From an optimization exercise on the open Yosys and OpenROAD flow, aimed at small area and a short achievable clock period; shortcuts taken in it are not production practice.
For this run, only the layout was checked, not whether the RTL still works.
The flow treats the clock pin as an ideal source, which a real chip does not have.

===== flow/design.v =====
module prng (
    input logic [31:0] seed,
    output logic [31:0] rand_num,
    input logic clk,
    input logic rst
);
    logic [31:0] state;
    wire [30:0] x = state[30:0];
    wire [30:0] xn = ~state[30:0];
    wire [30:0] nxt;
    wire s0; wire c0;
    assign s0 = 1'b1 ^ x[2] ^ xn[0];
    assign c0 = (1'b1 & x[2]) | (1'b1 & xn[0]) | (x[2] & xn[0]);
    wire s1; wire c1;
    assign s1 = 1'b1 ^ x[3] ^ xn[1];
    assign c1 = (1'b1 & x[3]) | (1'b1 & xn[1]) | (x[3] & xn[1]);
    wire s2; wire c2;
    fa u2 (.a(x[4]), .b(xn[2]), .c(xn[0]), .s(s2), .co(c2));
    wire s3; wire c3;
    fa u3 (.a(x[5]), .b(xn[3]), .c(xn[1]), .s(s3), .co(c3));
    wire s4; wire c4;
    assign s4 = 1'b0 ^ x[4] ^ x[2];
    assign c4 = (1'b0 & x[4]) | (1'b0 & x[2]) | (x[4] & x[2]);
    wire s5; wire c5;
    fa u5 (.a(x[6]), .b(c3), .c(~s4), .s(s5), .co(c5));
    wire s6; wire c6;
    fa u6 (.a(x[7]), .b(xn[5]), .c(xn[3]), .s(s6), .co(c6));
    wire s7; wire c7;
    fa u7 (.a(x[0]), .b(~c4), .c(s6), .s(s7), .co(c7));
    wire s8; wire c8;
    fa u8 (.a(x[8]), .b(xn[6]), .c(xn[4]), .s(s8), .co(c8));
    wire s9; wire c9;
    fa u9 (.a(x[1]), .b(c6), .c(s8), .s(s9), .co(c9));
    wire s10; wire c10;
    assign s10 = 1'b1 ^ x[9] ^ x[2];
    assign c10 = (1'b1 & x[9]) | (1'b1 & x[2]) | (x[9] & x[2]);
    wire s11; wire c11;
    fa u11 (.a(xn[7]), .b(xn[5]), .c(xn[0]), .s(s11), .co(c11));
    wire s12; wire c12;
    fa u12 (.a(c8), .b(s10), .c(s11), .s(s12), .co(c12));
    wire s13; wire c13;
    fa u13 (.a(xn[8]), .b(xn[6]), .c(xn[1]), .s(s13), .co(c13));
    wire s14; wire c14;
    fa u14 (.a(x[10]), .b(x[3]), .c(c10), .s(s14), .co(c14));
    wire s15; wire c15;
    fa u15 (.a(c11), .b(s13), .c(c12), .s(s15), .co(c15));
    wire s16; wire c16;
    fa u16 (.a(xn[9]), .b(xn[7]), .c(xn[2]), .s(s16), .co(c16));
    wire s17; wire c17;
    fa u17 (.a(x[11]), .b(x[4]), .c(c13), .s(s17), .co(c17));
    wire s18; wire c18;
    fa u18 (.a(s16), .b(c14), .c(s17), .s(s18), .co(c18));
    wire s19; wire c19;
    assign s19 = 1'b1 ^ x[12] ^ x[5];
    assign c19 = (1'b1 & x[12]) | (1'b1 & x[5]) | (x[12] & x[5]);
    wire s20; wire c20;
    fa u20 (.a(xn[10]), .b(xn[8]), .c(xn[3]), .s(s20), .co(c20));
    wire s21; wire c21;
    fa u21 (.a(x[0]), .b(c16), .c(s19), .s(s21), .co(c21));
    wire s22; wire c22;
    fa u22 (.a(s20), .b(c17), .c(s21), .s(s22), .co(c22));
    wire s23; wire c23;
    assign s23 = 1'b1 ^ x[13] ^ x[6];
    assign c23 = (1'b1 & x[13]) | (1'b1 & x[6]) | (x[13] & x[6]);
    wire s24; wire c24;
    fa u24 (.a(xn[11]), .b(xn[9]), .c(xn[4]), .s(s24), .co(c24));
    wire s25; wire c25;
    fa u25 (.a(x[1]), .b(c19), .c(c20), .s(s25), .co(c25));
    wire s26; wire c26;
    fa u26 (.a(s23), .b(s24), .c(c21), .s(s26), .co(c26));
    wire s27; wire c27;
    fa u27 (.a(s25), .b(c22), .c(s26), .s(s27), .co(c27));
    wire s28; wire c28;
    fa u28 (.a(x[14]), .b(x[7]), .c(x[2]), .s(s28), .co(c28));
    wire s29; wire c29;
    fa u29 (.a(xn[12]), .b(xn[10]), .c(xn[5]), .s(s29), .co(c29));
    wire s30; wire c30;
    fa u30 (.a(x[0]), .b(c23), .c(c24), .s(s30), .co(c30));
    wire s31; wire c31;
    fa u31 (.a(s28), .b(s29), .c(c25), .s(s31), .co(c31));
    wire s32; wire c32;
    fa u32 (.a(s30), .b(c26), .c(s31), .s(s32), .co(c32));
    wire s33; wire c33;
    fa u33 (.a(x[15]), .b(x[8]), .c(x[3]), .s(s33), .co(c33));
    wire s34; wire c34;
    fa u34 (.a(xn[13]), .b(xn[11]), .c(xn[6]), .s(s34), .co(c34));
    wire s35; wire c35;
    fa u35 (.a(x[1]), .b(c28), .c(c29), .s(s35), .co(c35));
    wire s36; wire c36;
    fa u36 (.a(s33), .b(s34), .c(c30), .s(s36), .co(c36));
    wire s37; wire c37;
    fa u37 (.a(s35), .b(c31), .c(s36), .s(s37), .co(c37));
    wire s38; wire c38;
    fa u38 (.a(xn[14]), .b(xn[12]), .c(xn[7]), .s(s38), .co(c38));
    wire s39; wire c39;
    fa u39 (.a(x[9]), .b(x[4]), .c(x[2]), .s(s39), .co(c39));
    wire s40; wire c40;
    fa u40 (.a(x[16]), .b(c33), .c(c34), .s(s40), .co(c40));
    wire s41; wire c41;
    fa u41 (.a(s38), .b(s39), .c(c35), .s(s41), .co(c41));
    wire s42; wire c42;
    fa u42 (.a(s40), .b(c36), .c(s41), .s(s42), .co(c42));
    wire s43; wire c43;
    assign s43 = 1'b0 ^ x[15] ^ x[13];
    assign c43 = (1'b0 & x[15]) | (1'b0 & x[13]) | (x[15] & x[13]);
    wire s44; wire c44;
    fa u44 (.a(x[10]), .b(x[5]), .c(x[3]), .s(s44), .co(c44));
    wire s45; wire c45;
    fa u45 (.a(xn[8]), .b(xn[0]), .c(x[17]), .s(s45), .co(c45));
    wire s46; wire c46;
    fa u46 (.a(c38), .b(c39), .c(~s43), .s(s46), .co(c46));
    wire s47; wire c47;
    fa u47 (.a(s44), .b(s45), .c(c40), .s(s47), .co(c47));
    wire s48; wire c48;
    fa u48 (.a(s46), .b(c41), .c(s47), .s(s48), .co(c48));
    wire s49; wire c49;
    fa u49 (.a(xn[14]), .b(xn[9]), .c(xn[1]), .s(s49), .co(c49));
    wire s50; wire c50;
    fa u50 (.a(x[11]), .b(x[6]), .c(x[4]), .s(s50), .co(c50));
    wire s51; wire c51;
    fa u51 (.a(xn[16]), .b(~c43), .c(c44), .s(s51), .co(c51));
    wire s52; wire c52;
    fa u52 (.a(x[18]), .b(s49), .c(s50), .s(s52), .co(c52));
    wire s53; wire c53;
    fa u53 (.a(c45), .b(c46), .c(s51), .s(s53), .co(c53));
    wire s54; wire c54;
    fa u54 (.a(s52), .b(c47), .c(s53), .s(s54), .co(c54));
    wire s55; wire c55;
    fa u55 (.a(xn[15]), .b(xn[10]), .c(xn[2]), .s(s55), .co(c55));
    wire s56; wire c56;
    fa u56 (.a(x[12]), .b(x[7]), .c(x[5]), .s(s56), .co(c56));
    wire s57; wire c57;
    fa u57 (.a(x[0]), .b(xn[17]), .c(x[19]), .s(s57), .co(c57));
    wire s58; wire c58;
    fa u58 (.a(c49), .b(c50), .c(s55), .s(s58), .co(c58));
    wire s59; wire c59;
    fa u59 (.a(s56), .b(s57), .c(c51), .s(s59), .co(c59));
    wire s60; wire c60;
    fa u60 (.a(c52), .b(s58), .c(c53), .s(s60), .co(c60));
    wire s61; wire c61;
    fa u61 (.a(s59), .b(c54), .c(s60), .s(s61), .co(c61));
    wire s62; wire c62;
    fa u62 (.a(x[13]), .b(x[8]), .c(x[6]), .s(s62), .co(c62));
    wire s63; wire c63;
    fa u63 (.a(xn[11]), .b(xn[3]), .c(x[1]), .s(s63), .co(c63));
    wire s64; wire c64;
    fa u64 (.a(xn[16]), .b(xn[18]), .c(x[20]), .s(s64), .co(c64));
    wire s65; wire c65;
    fa u65 (.a(c55), .b(c56), .c(s62), .s(s65), .co(c65));
    wire s66; wire c66;
    fa u66 (.a(s63), .b(c57), .c(s64), .s(s66), .co(c66));
    wire s67; wire c67;
    fa u67 (.a(c58), .b(s65), .c(c59), .s(s67), .co(c67));
    wire s68; wire c68;
    fa u68 (.a(s66), .b(s67), .c(c60), .s(s68), .co(c68));
    wire s69; wire c69;
    fa u69 (.a(x[14]), .b(x[9]), .c(x[7]), .s(s69), .co(c69));
    wire s70; wire c70;
    fa u70 (.a(xn[12]), .b(xn[4]), .c(x[2]), .s(s70), .co(c70));
    wire s71; wire c71;
    fa u71 (.a(xn[17]), .b(xn[19]), .c(x[21]), .s(s71), .co(c71));
    wire s72; wire c72;
    fa u72 (.a(c62), .b(c63), .c(s69), .s(s72), .co(c72));
    wire s73; wire c73;
    fa u73 (.a(s70), .b(c64), .c(s71), .s(s73), .co(c73));
    wire s74; wire c74;
    fa u74 (.a(c65), .b(s72), .c(c66), .s(s74), .co(c74));
    wire s75; wire c75;
    fa u75 (.a(s73), .b(c67), .c(s74), .s(s75), .co(c75));
    wire s76; wire c76;
    assign s76 = 1'b1 ^ x[15] ^ x[10];
    assign c76 = (1'b1 & x[15]) | (1'b1 & x[10]) | (x[15] & x[10]);
    wire s77; wire c77;
    fa u77 (.a(xn[13]), .b(xn[5]), .c(xn[0]), .s(s77), .co(c77));
    wire s78; wire c78;
    fa u78 (.a(x[8]), .b(x[3]), .c(xn[18]), .s(s78), .co(c78));
    wire s79; wire c79;
    fa u79 (.a(xn[20]), .b(c69), .c(c70), .s(s79), .co(c79));
    wire s80; wire c80;
    fa u80 (.a(x[22]), .b(s76), .c(s77), .s(s80), .co(c80));
    wire s81; wire c81;
    fa u81 (.a(s78), .b(c71), .c(c72), .s(s81), .co(c81));
    wire s82; wire c82;
    fa u82 (.a(s79), .b(s80), .c(c73), .s(s82), .co(c82));
    wire s83; wire c83;
    fa u83 (.a(s81), .b(c74), .c(s82), .s(s83), .co(c83));
    wire s84; wire c84;
    fa u84 (.a(xn[14]), .b(xn[6]), .c(xn[1]), .s(s84), .co(c84));
    wire s85; wire c85;
    fa u85 (.a(x[11]), .b(x[9]), .c(x[4]), .s(s85), .co(c85));
    wire s86; wire c86;
    fa u86 (.a(x[16]), .b(xn[19]), .c(xn[21]), .s(s86), .co(c86));
    wire s87; wire c87;
    fa u87 (.a(c76), .b(c77), .c(s84), .s(s87), .co(c87));
    wire s88; wire c88;
    fa u88 (.a(s85), .b(x[23]), .c(c78), .s(s88), .co(c88));
    wire s89; wire c89;
    fa u89 (.a(c79), .b(s86), .c(c80), .s(s89), .co(c89));
    wire s90; wire c90;
    fa u90 (.a(s87), .b(s88), .c(c81), .s(s90), .co(c90));
    wire s91; wire c91;
    fa u91 (.a(s89), .b(c82), .c(s90), .s(s91), .co(c91));
    wire s92; wire c92;
    fa u92 (.a(xn[15]), .b(xn[7]), .c(xn[2]), .s(s92), .co(c92));
    wire s93; wire c93;
    fa u93 (.a(x[12]), .b(x[10]), .c(x[5]), .s(s93), .co(c93));
    wire s94; wire c94;
    fa u94 (.a(x[17]), .b(c84), .c(c85), .s(s94), .co(c94));
    wire s95; wire c95;
    fa u95 (.a(xn[20]), .b(xn[22]), .c(s92), .s(s95), .co(c95));
    wire s96; wire c96;
    fa u96 (.a(s93), .b(x[24]), .c(c86), .s(s96), .co(c96));
    wire s97; wire c97;
    fa u97 (.a(c87), .b(s94), .c(s95), .s(s97), .co(c97));
    wire s98; wire c98;
    fa u98 (.a(c88), .b(s96), .c(c89), .s(s98), .co(c98));
    wire s99; wire c99;
    fa u99 (.a(s97), .b(c90), .c(s98), .s(s99), .co(c99));
    wire s100; wire c100;
    fa u100 (.a(x[13]), .b(x[11]), .c(x[6]), .s(s100), .co(c100));
    wire s101; wire c101;
    fa u101 (.a(xn[8]), .b(xn[3]), .c(x[0]), .s(s101), .co(c101));
    wire s102; wire c102;
    fa u102 (.a(xn[16]), .b(x[18]), .c(xn[21]), .s(s102), .co(c102));
    wire s103; wire c103;
    fa u103 (.a(c92), .b(c93), .c(s100), .s(s103), .co(c103));
    wire s104; wire c104;
    fa u104 (.a(s101), .b(xn[23]), .c(x[25]), .s(s104), .co(c104));
    wire s105; wire c105;
    fa u105 (.a(c94), .b(s102), .c(c95), .s(s105), .co(c105));
    wire s106; wire c106;
    fa u106 (.a(s103), .b(s104), .c(c96), .s(s106), .co(c106));
    wire s107; wire c107;
    fa u107 (.a(c97), .b(s105), .c(s106), .s(s107), .co(c107));
    wire s108; wire c108;
    fa u108 (.a(c98), .b(s107), .c(c99), .s(s108), .co(c108));
    wire s109; wire c109;
    fa u109 (.a(x[14]), .b(x[12]), .c(x[7]), .s(s109), .co(c109));
    wire s110; wire c110;
    fa u110 (.a(xn[9]), .b(xn[4]), .c(x[1]), .s(s110), .co(c110));
    wire s111; wire c111;
    fa u111 (.a(xn[17]), .b(c100), .c(c101), .s(s111), .co(c111));
    wire s112; wire c112;
    fa u112 (.a(x[19]), .b(s109), .c(s110), .s(s112), .co(c112));
    wire s113; wire c113;
    fa u113 (.a(xn[22]), .b(xn[24]), .c(x[26]), .s(s113), .co(c113));
    wire s114; wire c114;
    fa u114 (.a(c102), .b(c103), .c(s111), .s(s114), .co(c114));
    wire s115; wire c115;
    fa u115 (.a(s112), .b(c104), .c(s113), .s(s115), .co(c115));
    wire s116; wire c116;
    fa u116 (.a(c105), .b(s114), .c(c106), .s(s116), .co(c116));
    wire s117; wire c117;
    fa u117 (.a(s115), .b(c107), .c(s116), .s(s117), .co(c117));
    wire s118; wire c118;
    fa u118 (.a(x[15]), .b(x[13]), .c(x[8]), .s(s118), .co(c118));
    wire s119; wire c119;
    fa u119 (.a(xn[10]), .b(xn[5]), .c(x[2]), .s(s119), .co(c119));
    wire s120; wire c120;
    fa u120 (.a(xn[18]), .b(c109), .c(c110), .s(s120), .co(c120));
    wire s121; wire c121;
    fa u121 (.a(x[20]), .b(s118), .c(s119), .s(s121), .co(c121));
    wire s122; wire c122;
    fa u122 (.a(xn[23]), .b(xn[25]), .c(x[27]), .s(s122), .co(c122));
    wire s123; wire c123;
    fa u123 (.a(c111), .b(c112), .c(s120), .s(s123), .co(c123));
    wire s124; wire c124;
    fa u124 (.a(s121), .b(c113), .c(s122), .s(s124), .co(c124));
    wire s125; wire c125;
    fa u125 (.a(c114), .b(s123), .c(c115), .s(s125), .co(c125));
    wire s126; wire c126;
    fa u126 (.a(s124), .b(c116), .c(s125), .s(s126), .co(c126));
    wire s127; wire c127;
    fa u127 (.a(x[14]), .b(x[9]), .c(x[3]), .s(s127), .co(c127));
    wire s128; wire c128;
    fa u128 (.a(xn[11]), .b(xn[6]), .c(x[16]), .s(s128), .co(c128));
    wire s129; wire c129;
    fa u129 (.a(xn[19]), .b(c118), .c(c119), .s(s129), .co(c129));
    wire s130; wire c130;
    fa u130 (.a(x[21]), .b(s127), .c(s128), .s(s130), .co(c130));
    wire s131; wire c131;
    fa u131 (.a(xn[24]), .b(xn[26]), .c(x[28]), .s(s131), .co(c131));
    wire s132; wire c132;
    fa u132 (.a(c120), .b(c121), .c(s129), .s(s132), .co(c132));
    wire s133; wire c133;
    fa u133 (.a(s130), .b(c122), .c(s131), .s(s133), .co(c133));
    wire s134; wire c134;
    fa u134 (.a(c123), .b(s132), .c(c124), .s(s134), .co(c134));
    wire s135; wire c135;
    fa u135 (.a(s133), .b(c125), .c(s134), .s(s135), .co(c135));
    wire s136; wire c136;
    fa u136 (.a(x[15]), .b(x[10]), .c(x[4]), .s(s136), .co(c136));
    wire s137; wire c137;
    fa u137 (.a(xn[12]), .b(xn[7]), .c(x[17]), .s(s137), .co(c137));
    wire s138; wire c138;
    fa u138 (.a(xn[20]), .b(c127), .c(x[22]), .s(s138), .co(c138));
    wire s139; wire c139;
    fa u139 (.a(c128), .b(s136), .c(s137), .s(s139), .co(c139));
    wire s140; wire c140;
    fa u140 (.a(xn[25]), .b(xn[27]), .c(c129), .s(s140), .co(c140));
    wire s141; wire c141;
    fa u141 (.a(x[29]), .b(s138), .c(c130), .s(s141), .co(c141));
    wire s142; wire c142;
    fa u142 (.a(s139), .b(c131), .c(c132), .s(s142), .co(c142));
    wire s143; wire c143;
    fa u143 (.a(s140), .b(s141), .c(c133), .s(s143), .co(c143));
    wire s144; wire c144;
    fa u144 (.a(s142), .b(c134), .c(s143), .s(s144), .co(c144));
    wire s145;
    assign s145 = x[11] ^ x[5] ^ x[0];
    wire s146;
    assign s146 = xn[13] ^ xn[8] ^ x[16];
    wire s147;
    assign s147 = x[18] ^ xn[21] ^ c136;
    wire s148;
    assign s148 = s145 ^ x[23] ^ c137;
    wire s149;
    assign s149 = s146 ^ xn[26] ^ xn[28];
    wire s150;
    assign s150 = c138 ^ s147 ^ x[30];
    wire s151;
    assign s151 = c139 ^ s148 ^ c140;
    wire s152;
    assign s152 = s149 ^ c141 ^ s150;
    wire s153;
    assign s153 = s151 ^ c142 ^ s152;
    wire s154;
    assign s154 = c143 ^ s153 ^ c144;
    wire [30:0] ra, rb;
    assign ra[0] = x[0];
    assign rb[0] = 1'b1;
    assign ra[1] = x[1];
    assign rb[1] = 1'b0;
    assign ra[2] = s0;
    assign rb[2] = 1'b0;
    assign ra[3] = c0;
    assign rb[3] = s1;
    assign ra[4] = c1;
    assign rb[4] = s2;
    assign ra[5] = c2;
    assign rb[5] = s3;
    assign ra[6] = s5;
    assign rb[6] = 1'b0;
    assign ra[7] = c5;
    assign rb[7] = s7;
    assign ra[8] = c7;
    assign rb[8] = s9;
    assign ra[9] = c9;
    assign rb[9] = s12;
    assign ra[10] = s14;
    assign rb[10] = s15;
    assign ra[11] = c15;
    assign rb[11] = s18;
    assign ra[12] = c18;
    assign rb[12] = s22;
    assign ra[13] = s27;
    assign rb[13] = 1'b0;
    assign ra[14] = c27;
    assign rb[14] = s32;
    assign ra[15] = c32;
    assign rb[15] = s37;
    assign ra[16] = c37;
    assign rb[16] = s42;
    assign ra[17] = c42;
    assign rb[17] = s48;
    assign ra[18] = c48;
    assign rb[18] = s54;
    assign ra[19] = s61;
    assign rb[19] = 1'b0;
    assign ra[20] = c61;
    assign rb[20] = s68;
    assign ra[21] = c68;
    assign rb[21] = s75;
    assign ra[22] = c75;
    assign rb[22] = s83;
    assign ra[23] = c83;
    assign rb[23] = s91;
    assign ra[24] = c91;
    assign rb[24] = s99;
    assign ra[25] = s108;
    assign rb[25] = 1'b0;
    assign ra[26] = c108;
    assign rb[26] = s117;
    assign ra[27] = c117;
    assign rb[27] = s126;
    assign ra[28] = c126;
    assign rb[28] = s135;
    assign ra[29] = c135;
    assign rb[29] = s144;
    assign ra[30] = s154;
    assign rb[30] = 1'b0;
    wire [30:0] g0 = ra & rb;
    wire [30:0] p0 = ra ^ rb;
    wire gg1 = g0[1] | (p0[1] & g0[0]);
    wire gg2 = g0[2] | (p0[2] & gg1);
    wire gg3 = g0[3] | (p0[3] & g0[2]);
    wire pp3 = p0[3] & p0[2];
    wire gg4 = gg3 | (pp3 & gg1);
    wire gg5 = g0[4] | (p0[4] & g0[3]);
    wire pp5 = p0[4] & p0[3];
    wire gg6 = gg5 | (pp5 & gg2);
    wire gg7 = g0[5] | (p0[5] & g0[4]);
    wire pp7 = p0[5] & p0[4];
    wire gg8 = gg7 | (pp7 & g0[3]);
    wire pp8 = pp7 & p0[3];
    wire gg9 = gg8 | (pp8 & gg2);
    wire gg10 = g0[6] | (p0[6] & gg7);
    wire pp10 = p0[6] & pp7;
    wire gg11 = gg10 | (pp10 & gg4);
    wire gg12 = g0[7] | (p0[7] & g0[6]);
    wire pp12 = p0[7] & p0[6];
    wire gg13 = gg12 | (pp12 & gg9);
    wire gg14 = g0[8] | (p0[8] & g0[7]);
    wire pp14 = p0[8] & p0[7];
    wire gg15 = gg14 | (pp14 & gg10);
    wire pp15 = pp14 & pp10;
    wire gg16 = gg15 | (pp15 & gg4);
    wire gg17 = g0[9] | (p0[9] & g0[8]);
    wire pp17 = p0[9] & p0[8];
    wire gg18 = gg17 | (pp17 & gg12);
    wire pp18 = pp17 & pp12;
    wire gg19 = gg18 | (pp18 & gg9);
    wire gg20 = g0[10] | (p0[10] & gg17);
    wire pp20 = p0[10] & pp17;
    wire gg21 = gg20 | (pp20 & gg13);
    wire gg22 = g0[11] | (p0[11] & g0[10]);
    wire pp22 = p0[11] & p0[10];
    wire gg23 = gg22 | (pp22 & gg19);
    wire gg24 = g0[12] | (p0[12] & gg22);
    wire pp24 = p0[12] & pp22;
    wire gg25 = gg24 | (pp24 & gg19);
    wire gg26 = g0[12] | (p0[12] & g0[11]);
    wire pp26 = p0[12] & p0[11];
    wire gg27 = g0[13] | (p0[13] & gg26);
    wire pp27 = p0[13] & pp26;
    wire gg28 = gg27 | (pp27 & gg21);
    wire gg29 = g0[14] | (p0[14] & g0[13]);
    wire pp29 = p0[14] & p0[13];
    wire gg30 = gg29 | (pp29 & gg25);
    wire gg31 = g0[15] | (p0[15] & g0[14]);
    wire pp31 = p0[15] & p0[14];
    wire gg32 = gg31 | (pp31 & g0[13]);
    wire pp32 = pp31 & p0[13];
    wire gg33 = gg32 | (pp32 & gg25);
    wire gg34 = g0[16] | (p0[16] & g0[15]);
    wire pp34 = p0[16] & p0[15];
    wire gg35 = gg34 | (pp34 & gg29);
    wire pp35 = pp34 & pp29;
    wire gg36 = gg35 | (pp35 & gg25);
    wire gg37 = g0[17] | (p0[17] & g0[16]);
    wire pp37 = p0[17] & p0[16];
    wire gg38 = gg37 | (pp37 & gg31);
    wire pp38 = pp37 & pp31;
    wire gg39 = gg38 | (pp38 & gg28);
    wire gg40 = g0[18] | (p0[18] & g0[17]);
    wire pp40 = p0[18] & p0[17];
    wire gg41 = gg40 | (pp40 & gg34);
    wire pp41 = pp40 & pp34;
    wire gg42 = gg41 | (pp41 & gg30);
    wire gg43 = g0[18] | (p0[18] & gg37);
    wire pp43 = p0[18] & pp37;
    wire gg44 = g0[19] | (p0[19] & gg43);
    wire pp44 = p0[19] & pp43;
    wire gg45 = gg44 | (pp44 & gg33);
    wire gg46 = g0[20] | (p0[20] & g0[19]);
    wire pp46 = p0[20] & p0[19];
    wire gg47 = gg46 | (pp46 & gg42);
    wire gg48 = g0[21] | (p0[21] & g0[20]);
    wire pp48 = p0[21] & p0[20];
    wire gg49 = gg48 | (pp48 & g0[19]);
    wire pp49 = pp48 & p0[19];
    wire gg50 = gg49 | (pp49 & gg42);
    wire gg51 = g0[22] | (p0[22] & g0[21]);
    wire pp51 = p0[22] & p0[21];
    wire gg52 = gg51 | (pp51 & gg46);
    wire pp52 = pp51 & pp46;
    wire gg53 = gg52 | (pp52 & gg42);
    wire gg54 = g0[23] | (p0[23] & g0[22]);
    wire pp54 = p0[23] & p0[22];
    wire gg55 = gg54 | (pp54 & gg48);
    wire pp55 = pp54 & pp48;
    wire gg56 = gg55 | (pp55 & gg45);
    wire gg57 = g0[24] | (p0[24] & g0[23]);
    wire pp57 = p0[24] & p0[23];
    wire gg58 = g0[22] | (p0[22] & gg48);
    wire pp58 = p0[22] & pp48;
    wire gg59 = gg57 | (pp57 & gg58);
    wire pp59 = pp57 & pp58;
    wire gg60 = gg59 | (pp59 & gg45);
    wire gg61 = gg57 | (pp57 & gg51);
    wire pp61 = pp57 & pp51;
    wire gg62 = g0[25] | (p0[25] & gg61);
    wire pp62 = p0[25] & pp61;
    wire gg63 = gg62 | (pp62 & gg47);
    wire gg64 = g0[26] | (p0[26] & g0[25]);
    wire pp64 = p0[26] & p0[25];
    wire gg65 = gg64 | (pp64 & gg61);
    wire pp65 = pp64 & pp61;
    wire gg66 = gg65 | (pp65 & gg47);
    wire gg67 = g0[27] | (p0[27] & g0[26]);
    wire pp67 = p0[27] & p0[26];
    wire gg68 = g0[25] | (p0[25] & gg57);
    wire pp68 = p0[25] & pp57;
    wire gg69 = gg67 | (pp67 & gg68);
    wire pp69 = pp67 & pp68;
    wire gg70 = gg69 | (pp69 & gg53);
    wire gg71 = g0[28] | (p0[28] & g0[27]);
    wire pp71 = p0[28] & p0[27];
    wire gg72 = gg71 | (pp71 & gg64);
    wire pp72 = pp71 & pp64;
    wire gg73 = gg72 | (pp72 & gg60);
    wire gg74 = g0[29] | (p0[29] & g0[28]);
    wire pp74 = p0[29] & p0[28];
    wire gg75 = gg74 | (pp74 & gg67);
    wire pp75 = pp74 & pp67;
    wire gg76 = gg75 | (pp75 & gg63);
    wire gg77 = g0[30] | (p0[30] & gg75);
    wire pp77 = p0[30] & pp75;
    wire gg78 = gg77 | (pp77 & gg63);
    assign nxt[0] = p0[0];
    assign nxt[1] = p0[1] ^ g0[0];
    assign nxt[2] = p0[2] ^ gg1;
    assign nxt[3] = p0[3] ^ gg2;
    assign nxt[4] = p0[4] ^ gg4;
    assign nxt[5] = p0[5] ^ gg6;
    assign nxt[6] = p0[6] ^ gg9;
    assign nxt[7] = p0[7] ^ gg11;
    assign nxt[8] = p0[8] ^ gg13;
    assign nxt[9] = p0[9] ^ gg16;
    assign nxt[10] = p0[10] ^ gg19;
    assign nxt[11] = p0[11] ^ gg21;
    assign nxt[12] = p0[12] ^ gg23;
    assign nxt[13] = p0[13] ^ gg25;
    assign nxt[14] = p0[14] ^ gg28;
    assign nxt[15] = p0[15] ^ gg30;
    assign nxt[16] = p0[16] ^ gg33;
    assign nxt[17] = p0[17] ^ gg36;
    assign nxt[18] = p0[18] ^ gg39;
    assign nxt[19] = p0[19] ^ gg42;
    assign nxt[20] = p0[20] ^ gg45;
    assign nxt[21] = p0[21] ^ gg47;
    assign nxt[22] = p0[22] ^ gg50;
    assign nxt[23] = p0[23] ^ gg53;
    assign nxt[24] = p0[24] ^ gg56;
    assign nxt[25] = p0[25] ^ gg60;
    assign nxt[26] = p0[26] ^ gg63;
    assign nxt[27] = p0[27] ^ gg66;
    assign nxt[28] = p0[28] ^ gg70;
    assign nxt[29] = p0[29] ^ gg73;
    assign nxt[30] = p0[30] ^ gg76;
    always_ff @(posedge clk) begin
        if (rst) begin
            state <= seed;
        end else begin
            state <= {1'b0, nxt};
        end
        rand_num <= state;
    end
endmodule
module fa (
    input  logic a,
    input  logic b,
    input  logic c,
    output logic s,
    output logic co
);
    assign s = a ^ b ^ c;
    assign co = (a & b) | (a & c) | (b & c);
endmodule

===== flow/flow/run.sh =====
#!/bin/bash
# Standard layout with two changes: the smallest buffer on each port, and
# useful clock skew between registers after clock tree synthesis (skew.tcl).
export BUFFER_PORTS_ARGS="-buffer_cell sky130_fd_sc_hd__buf_1"
export POST_CTS_TCL="$PWD/flow/skew.tcl"
export SKIP_CTS_REPAIR_TIMING=1
bash standard.sh > standard.log 2>&1

===== flow/flow/skew.py =====
#!/usr/bin/env python3
"""Plan a later clock arrival for registers (useful skew).

usage: skew.py PATHS PERIOD

PATHS holds lines "kind from to slack" as skew.tcl writes them. A delay D[r]
(>= 0) on register r's clock changes a register-to-register path s->e by
D[s] - D[e]. The plan finds the smallest period T such that:
  setup   (PERIOD - slack) + D[s] - D[e] <= T      for register pairs
  hold    slack + D[s] - D[e] >= HOLD_MARGIN
  output  (PERIOD - slack) + D[s] <= T            (the skew may only hurt)
  input   (PERIOD - slack) <= T                   (no gain from the skew)
  D[r] <= DMAX
and prints, for each register that needs a delay, a chain of delay cells.
"""
import sys

DMAX = 1.2
HOLD_MARGIN = 0.3
LEVEL_COST = 0.15
# cells and the delay each adds in front of one register's clock pin (ns)
CELLS = [
    ('sky130_fd_sc_hd__clkbuf_1', 0.09, 3.75),
    ('sky130_fd_sc_hd__dlygate4sd1_1', 0.20, 8.76),
    ('sky130_fd_sc_hd__clkdlybuf4s50_1', 0.46, 10.01),
]

path_file, period = sys.argv[1], float(sys.argv[2])
setup, hold, outp, inp, inhold = {}, {}, {}, {}, {}
regs = set()
for line in open(path_file):
    f = line.split()
    if len(f) != 4:
        continue
    kind, s, e, sl = f[0], f[1], f[2], float(f[3])
    if kind == 'max':
        setup[(s, e)] = min(setup.get((s, e), 1e9), sl)
        regs.update((s, e))
    elif kind == 'min':
        hold[(s, e)] = min(hold.get((s, e), 1e9), sl)
        regs.update((s, e))
    elif kind == 'outmax':
        outp[s] = min(outp.get(s, 1e9), sl)
        regs.add(s)
    elif kind == 'inmax':
        inp[e] = min(inp.get(e, 1e9), sl)
        regs.add(e)
    elif kind == 'inmin':
        inhold[e] = min(inhold.get(e, 1e9), sl)
        regs.add(e)
regs = sorted(regs)
idx = {r: i + 1 for i, r in enumerate(regs)}


def solve(T):
    # difference constraints x[b] >= x[a] + w as edges (a, b, w); longest path
    edges = []
    for r in regs:
        ub = DMAX
        if r in inhold:
            ub = min(ub, max(0.0, inhold[r] - HOLD_MARGIN))
        if r in outp:
            ub = min(ub, T - (period - outp[r]))
        if ub < 0:
            return None
        edges.append((0, idx[r], 0.0))
        edges.append((idx[r], 0, -ub))
    for (s, e), sl in setup.items():
        d = period - sl
        if s == e:
            if d > T:
                return None
            continue
        edges.append((idx[s], idx[e], d - T))
    for (s, e), sl in hold.items():
        if s == e:
            continue
        # D[e] - D[s] <= sl - margin
        edges.append((idx[e], idx[s], -max(0.0, sl - HOLD_MARGIN)))
    for e, sl in inp.items():
        if period - sl > T:
            return None
    n = len(regs) + 1
    x = [0.0] + [-1e18] * (n - 1)
    for it in range(n + 1):
        changed = False
        for a, b, w in edges:
            if x[a] > -1e17 and x[a] + w > x[b] + 1e-9:
                x[b] = x[a] + w
                changed = True
        if not changed:
            return {r: x[idx[r]] for r in regs}
        if x[0] > 1e-9:
            return None
    return None


t0 = max([period - sl for sl in setup.values()] + [period - sl for sl in inp.values()]
         + [period - sl for sl in outp.values()])
lo, hi = 0.0, t0
if solve(hi) is None:
    print(f'# no skew plan (T0 {t0:.3f})')
    sys.exit(0)
for _ in range(40):
    m = (lo + hi) / 2
    if solve(m) is None:
        lo = m
    else:
        hi = m
T = hi
D = solve(T)
print(f'# period without skew {t0:.3f}, with skew {T:.3f}')


CELL_D = {c[0]: c[1] for c in CELLS}


def chain(delta):
    # fewest-area chain of cells whose delay is closest to delta
    best = None
    for a in range(0, 4):
        for b in range(0, 4):
            for c in range(0, 4):
                if a + b + c == 0 or a + b + c > 4:
                    continue
                n = (a, b, c)
                d = sum(k * cell[1] for k, cell in zip(n, CELLS))
                area = sum(k * cell[2] for k, cell in zip(n, CELLS))
                cost = abs(d - delta) + 0.004 * area
                if best is None or cost < best[0]:
                    best = (cost, n)
    out = []
    for k, cell in zip(best[1], CELLS):
        out += [cell[0]] * k
    return out


# Shared delays: the registers are put on a few levels; level k is reached
# through a cascade of delay stages, each stage driving the registers of its
# level and the next stage.
need = sorted((D[r], r) for r in regs if D[r] >= 0.06)
if not need:
    sys.exit(0)
vals = [v for v, _ in need]


def levels_for(k):
    # 1-D k-means on the wanted delays
    cent = [vals[int((i + 0.5) * len(vals) / k)] for i in range(k)]
    for _ in range(50):
        groups = [[] for _ in cent]
        for v in vals:
            groups[min(range(k), key=lambda i: abs(v - cent[i]))].append(v)
        cent = [sum(g) / len(g) if g else c for g, c in zip(groups, cent)]
    err = sum(min(abs(v - c) for c in cent) for v in vals)
    return sorted(cent), err


best = None
for k in range(1, 7):
    cent, err = levels_for(k)
    cost = err + LEVEL_COST * k
    if best is None or cost < best[0]:
        best = (cost, cent)
cent = best[1]
prev = 0.0
real = 0.0
lev_of = {r: min(range(len(cent)), key=lambda i: abs(v - cent[i])) + 1 for v, r in need}
for k, c in enumerate(cent, 1):
    # each stage ends in a stronger buffer that drives its registers and the
    # next stage
    nload = sum(1 for r in lev_of if lev_of[r] == k) + (1 if k < len(cent) else 0)
    driver = ('sky130_fd_sc_hd__clkbuf_8', 0.12) if nload > 3 else ('sky130_fd_sc_hd__clkbuf_4', 0.12)
    rest = c - real - driver[1]
    cells = chain(rest) if rest > 0.05 else []
    cells.append(driver[0])
    real += sum(CELL_D.get(x, driver[1]) for x in cells)
    print('stage', k, f'{c:.3f}', ' '.join(cells))
for v, r in need:
    print('level', r, lev_of[r], f'{v:.3f}')

===== flow/flow/skew.tcl =====
# Useful clock skew between registers, run after clock tree synthesis
# (POST_CTS_TCL). It measures the worst setup and hold slack of every
# register-to-register path, and the worst slack of every path from an input
# and to an output, then asks skew.py for a later clock arrival for each
# register that shortens the period set by the register-to-register paths.
# Paths from the inputs and to the outputs get no gain from it: an input path
# must meet that period without the skew, and an output path must meet it with
# the skew. The delays are made by clock buffers put in front of the
# registers' clock pins.

set skew_dir [file dirname [file normalize [info script]]]
set work_dir [file dirname $skew_dir]
set_propagated_clock [all_clocks]
estimate_parasitics -placement

set regs [all_registers -cells]
set clkpin [dict create]
set dpin [dict create]
set cellof [dict create]
foreach r $regs {
  set n [get_full_name $r]
  dict set cellof $n $r
  foreach p [get_pins -of_objects $r] {
    set pn [get_property $p lib_pin_name]
    if { $pn == "CLK" } { dict set clkpin $n $p }
    if { $pn == "D" } { dict set dpin $n $p }
  }
}

set f [open $work_dir/skew_paths.txt w]
foreach r $regs {
  set n [get_full_name $r]
  set cp [dict get $clkpin $n]
  foreach {kind pd} {max max min min} {
    set paths [find_timing_paths -from $cp -path_delay $pd \
      -group_path_count 10000 -endpoint_path_count 1 -unique_paths_to_endpoint]
    foreach p $paths {
      set ep [get_property $p endpoint]
      set epn [get_full_name $ep]
      if { [get_property $ep direction] == "output" } {
        puts $f "out$kind $n - [get_property $p slack]"
      } else {
        set einst [get_full_name [get_cells -of_objects $ep]]
        puts $f "$kind $n $einst [get_property $p slack]"
      }
    }
  }
  set dp [dict get $dpin $n]
  foreach {kind pd} {inmax max inmin min} {
    set paths [find_timing_paths -from [all_inputs] -to $dp -path_delay $pd]
    foreach p $paths {
      puts $f "$kind - $n [get_property $p slack]"
    }
  }
}
close $f

set period [get_property [lindex [all_clocks] 0] period]
exec python3 $skew_dir/skew.py $work_dir/skew_paths.txt $period > $work_dir/skew_plan.txt
puts "skew plan:"
puts [exec cat $work_dir/skew_plan.txt]

set block [ord::get_db_block]
set stages {}
set level [dict create]
foreach line [split [exec cat $work_dir/skew_plan.txt] "\n"] {
  if { [lindex $line 0] == "stage" } { lappend stages [lrange $line 3 end] }
  if { [lindex $line 0] == "level" } { dict set level [lindex $line 1] [lindex $line 2] }
}
set nbuf 0
set drv_net ""
set k 0
foreach cells $stages {
  incr k
  set pins {}
  set sx 0
  set sy 0
  set np 0
  dict for {n lv} $level {
    if { $lv >= $k } {
      lappend pins [dict get $clkpin $n]
      set loc [[sta::sta_to_db_inst [dict get $cellof $n]] getLocation]
      set sx [expr { $sx + [lindex $loc 0] }]
      set sy [expr { $sy + [lindex $loc 1] }]
      incr np
    }
  }
  if { $np == 0 } { break }
  set xy [list [ord::dbu_to_microns [expr { $sx / $np }]] [ord::dbu_to_microns [expr { $sy / $np }]]]
  foreach cell $cells {
    if { $drv_net == "" } {
      set net [get_nets -of_objects [lindex $pins end]]
      insert_buffer -buffer_cell $cell -net $net -load_pins $pins -load_pins_on_diff_nets \
        -location $xy -buffer_name skewbuf_$nbuf -net_name skewnet_$nbuf
    } else {
      insert_buffer -buffer_cell $cell -net $drv_net -load_pins $pins \
        -location $xy -buffer_name skewbuf_$nbuf -net_name skewnet_$nbuf
    }
    set drv_net [get_nets skewnet_$nbuf]
    set bnet [$block findNet skewnet_$nbuf]
    if { $bnet ne "NULL" && $bnet ne "" } { $bnet setSigType CLOCK }
    incr nbuf
  }
}
puts "skew buffers inserted: $nbuf"

detailed_placement
check_placement -verbose
estimate_parasitics -placement
report_worst_slack -max
report_worst_slack -min

===== flow/standard.sh =====
#!/bin/bash
# synth_recipe.tcl (not shown) runs the flow's synth.tcl, then flattens the netlist and writes it again
# the make line also repeats each setting of config.mk as NAME=value (left out here)
make -C /OpenROAD-flow-scripts/flow DESIGN_CONFIG=/design/flow/config.mk WORK_HOME=/design/flow/orfs CLKGATE_MAP_FILE= SYNTH_SCRIPT=/design/flow/synth_recipe.tcl "${@:-finish}"

===== flow/config.mk =====
export PLATFORM = sky130hd
export DESIGN_NAME = prng
export DESIGN_NICKNAME = prng
export VERILOG_FILES = /design/flow/design.v
export SDC_FILE = /design/flow/constraint.sdc
export NUM_CORES = 4
export LEC_CHECK = 0
export CAP_MARGIN = 20
export CORE_MARGIN = 2
export CORE_UTILIZATION = 50
export CTS_BUF_LIST = sky130_fd_sc_hd__clkbuf_4 sky130_fd_sc_hd__clkbuf_8
export SETUP_SLACK_MARGIN = 3.0
export SLEW_MARGIN = 20
export SYNTH_HIERARCHICAL = 1

===== flow/constraint.sdc =====
create_clock -name core_clock -period 7.0 [get_ports {clk}]
set_input_delay 1.4000 -clock core_clock [delete_from_list [all_inputs] [get_ports {clk}]]
set_output_delay 1.4000 -clock core_clock [all_outputs]
set_load 0.01 [all_outputs]

==> impl_metrics.csv <==
group,metric,value,unit
outcome,status,"finished clean",
synth,ys_ff_latch,64,
synth,synthDistinctLibCells,48,
synth,ys_seq_area_share,21.4,%
route,ant_nets,0,
finish,final_nets,772,
timing,hold_viol_final,0,
global_routing,grtUsageTotal,26.9,%
global_routing,grt_overflow,0,
setup_path,startpoint_type,"flop",
synth,synth_fp_nets,692,
global_routing,antenna_found_initial,0,
setup_path,crit_path_end_kind,"flop",
synth,synth-edff-count,0,
synth,synth.cell_area,5980,sq um
finish,syn_to_final_growth,15.0,%
route,dr.pass1.iters,4,
synth,ys_async_sr_fraction,0,%
route,drc,0,
synth,synth_area_leaders,"fa_1 46%, dfxtp_1 21%, ha_1 6.9%, xnor2_1 4.2%, inv_1 3.5%",
synth,yosysWarnings,7,
floorplanning,initial_utilization,51.7,%
place,gp_congestion,0.909,
route,viasPerCell,5.40,
route,vias,3867,
run,cap_violations,0,
setup_path,reg2reg_depth,11,
setup_path,regToRegStartpoint,"state[17]$_DFF_P_",
clocking,clk_pin_slew,0.09,ns
global_routing,grt_pass1_vias,4372,
clocking,clkLatencyLatePin,1.43,ns
floorplanning,io_pins,66,
min_path,hold_path_depth,5,
timing,finalClockSkew,1.08,ns
clocking,cts.sinks,64,
place,dp_hpwl,12.1,mm
setup_path,critPathArrivalTime,4.40,ns
min_path,hold_start,"state[0]$_DFF_P_",
route,drt-wirelength-per-cell,21.1,um
floorplanning,die_w,113,um
floorplanning,dieHeight,113,um
finish,diodes,0,
setup_path,crit_required,7.49,ns
timing,fin_crit_sh,55.8,%
synth,syn_inst,488,
synth,postSynthAreaPerCell,12.3,sq um
setup_path,startpoint,"state[17]$_DFF_P_",
floorplanning,core,11600,sq um
place,port-buffer-count,65,
route,initialDrtViolationCount,216,
floorplanning,fp.dieArea,12900,sq um
timing,period_needed,3.91,ns
timing,clock.fmax,256,MHz
timing,maxSlewHeadroom,56.5,%
min_path,min_path_type,"flop to flop",
finish,drive_above_1_share,17.6,%
setup_path,worstSetupPathType,"flop to flop",
synth,synth_top_area_share,45.8,%
timing,rsz0062_at_grt,"true",
global_routing,grt_max_degree,70,
floorplanning,num_rows,39,
global_routing,grt_pass1_wl,25.1,mm
setup_path,crit_fanout,5,
synth,synth-main-ff-cell,"dfxtp_1",
timing,worstMarginPinSlew,0.652,ns
synth,synth_area_leader_cell,"fa_1",
timing,setup_tns,0,ns
timing,setup_viol,0,
route,totalWireLength,15.1,mm
timing,final_max_slew_viol_count,0,
clocking,cts_tree,"yes",
-- routing by layer --
| layer | GRT usage [%] | vias to the layer above | part of all wire (%) |
|---|---|---|---|
| met1 | 39.0 | 1984 | 47 |
| met3 | 5.95 | 25 | 4.8 |
| met5 | 0 | - | 0 |
| met2 | 40.2 | 98 | 46 |
| li1 | - | 1760 | - |
| met4 | 10.1 | 0 | 2.3 |
-- cell type report, without the clock buffers --
class | instances | area, sq um
clock inverter | 7 | 119
inverter | 55 | 220
fill | 985 | 4690
multi-input combinational | 361 | 4570
tap | 143 | 179
timing repair buffer | 69 | 275
sequential | 64 | 1340
-- synth_stat cells, types with 2 or more instances --
| cell type | n |
|---|---|
| o31ai_1 | 3 |
| o21a_1 | 2 |
| dfxtp_1 | 64 |
| mux2_2 | 2 |
| ha_1 | 33 |
| nor3b_1 | 6 |
| a2111oi_2 | 2 |
| a22o_1 | 2 |
| nor2_1 | 4 |
| nor3_1 | 2 |
| a211oi_4 | 3 |
| o21ai_0 | 23 |
| xor2_1 | 9 |
| xnor2_1 | 29 |
| and3_1 | 3 |
| o21bai_1 | 3 |
| clkbuf_1 | 7 |
| o21ai_1 | 4 |
| nand4_1 | 4 |
| inv_1 | 55 |
| a21oi_1 | 13 |
| fa_1 | 137 |
| a31o_2 | 2 |
| nand3_1 | 6 |
| o211ai_1 | 2 |
| nand2_1 | 38 |
| a211oi_1 | 4 |
| or4_1 | 3 |
| a21oi_2 | 4 |
-- worst max-delay path, stage by stage, from the launching register on --
cell	delay [ns]
dfxtp_4	0.41
clkinvlp_4	0.14
fa_1	0.50
fa_2	0.37
fa_1	0.50
fa_1	0.46
ha_4	0.30
o211ai_1	0.12
a22o_1	0.23
a21oi_2	0.15
xnor2_1	0.13
o21ai_0	0.09
-- state kept, by name, summed over array words and instances, names as in the netlist --
name / cells
state: 32
rand_num: 32
-- per-module statistics from Yosys (local to each module, per instance) --
module,flip-flops and latches,cells inside
fa,0,1
prng,64,351
-- worst paths after layout --
check | slack (ns) | to
min | 0.19 | state[30]$_DFF_P_
max reg2reg | 3.09 | state[21]$_DFF_P_
max | 3.09 | state[21]$_DFF_P_
min reg2reg | 0.19 | state[30]$_DFF_P_
-- placed cells by master (no fill, tap or decap), drive strengths merged, types with 4 or more instances in the layout --
| master | n |
|---|---|
| buf | 68 |
| a21oi | 17 |
| ha | 33 |
| fa | 137 |
| nor3b | 6 |
| nand3 | 6 |
| nand4 | 5 |
| o21ai | 27 |
| o21bai | 4 |
| xor2 | 9 |
| a211oi | 7 |
| xnor2 | 29 |
| clkbuf | 18 |
| nand2 | 38 |
| inv | 55 |
| dfxtp | 64 |
| nor2 | 4 |
-- stage by stage --
step	worst slack [ns]	hold slack, ns	utilization, %	cells	area [sq um]
floorplan	2.95	0.310	-	488	6150
global placement	2.47	0.310	56.6	689	6550
detailed placement	2.43	0.312	56.6	689	6550
global route	2.87	0.117	59.5	716	6880
finish	3.09	0.189	59.5	716	6880
-- logic make-up after synthesis --
family / Yosys count / share of synthesized area [%]
fa+ha+maj: 170 / 52.8
compound gates: 78 / 9.68
simple gates: 73 / 6.23
flops: 64 / 21.4
buf+inv: 63 / 3.97
xor+xnor: 38 / 5.56
mux: 2 / 0.376

## separate check: timing with driven ports
No port has a modelled driver above. Below, the same layout with a new extraction and two added sets of constraints. Step 1, drivers: a clkbuf_16 drives clk and a buf_2 each remaining input, both assumed. Step 2, shift: input delay + t, output delay - t, t = (earliest + latest rising clock arrival at the registers) / 2. This alone moves slack from input paths to output paths. a / b / c = ideal ports / drivers / drivers and shift; a / b = the first two.
t, ns: 0.925
setup slack, ns: 3.095 / 3.095 / 3.095
worst setup path at the end: register to register
latest minus earliest clock arrival (ns): 1.083 / 1.083
slew at the worst register clock pin (ns): 0.09 / 0.09
Clock arrivals are far apart in this run, so t is only a midpoint there and step 2 fits no single register. For this run, drivers alone change the setup slack by 0.000 ns; drivers and shift together by 0.000 ns.
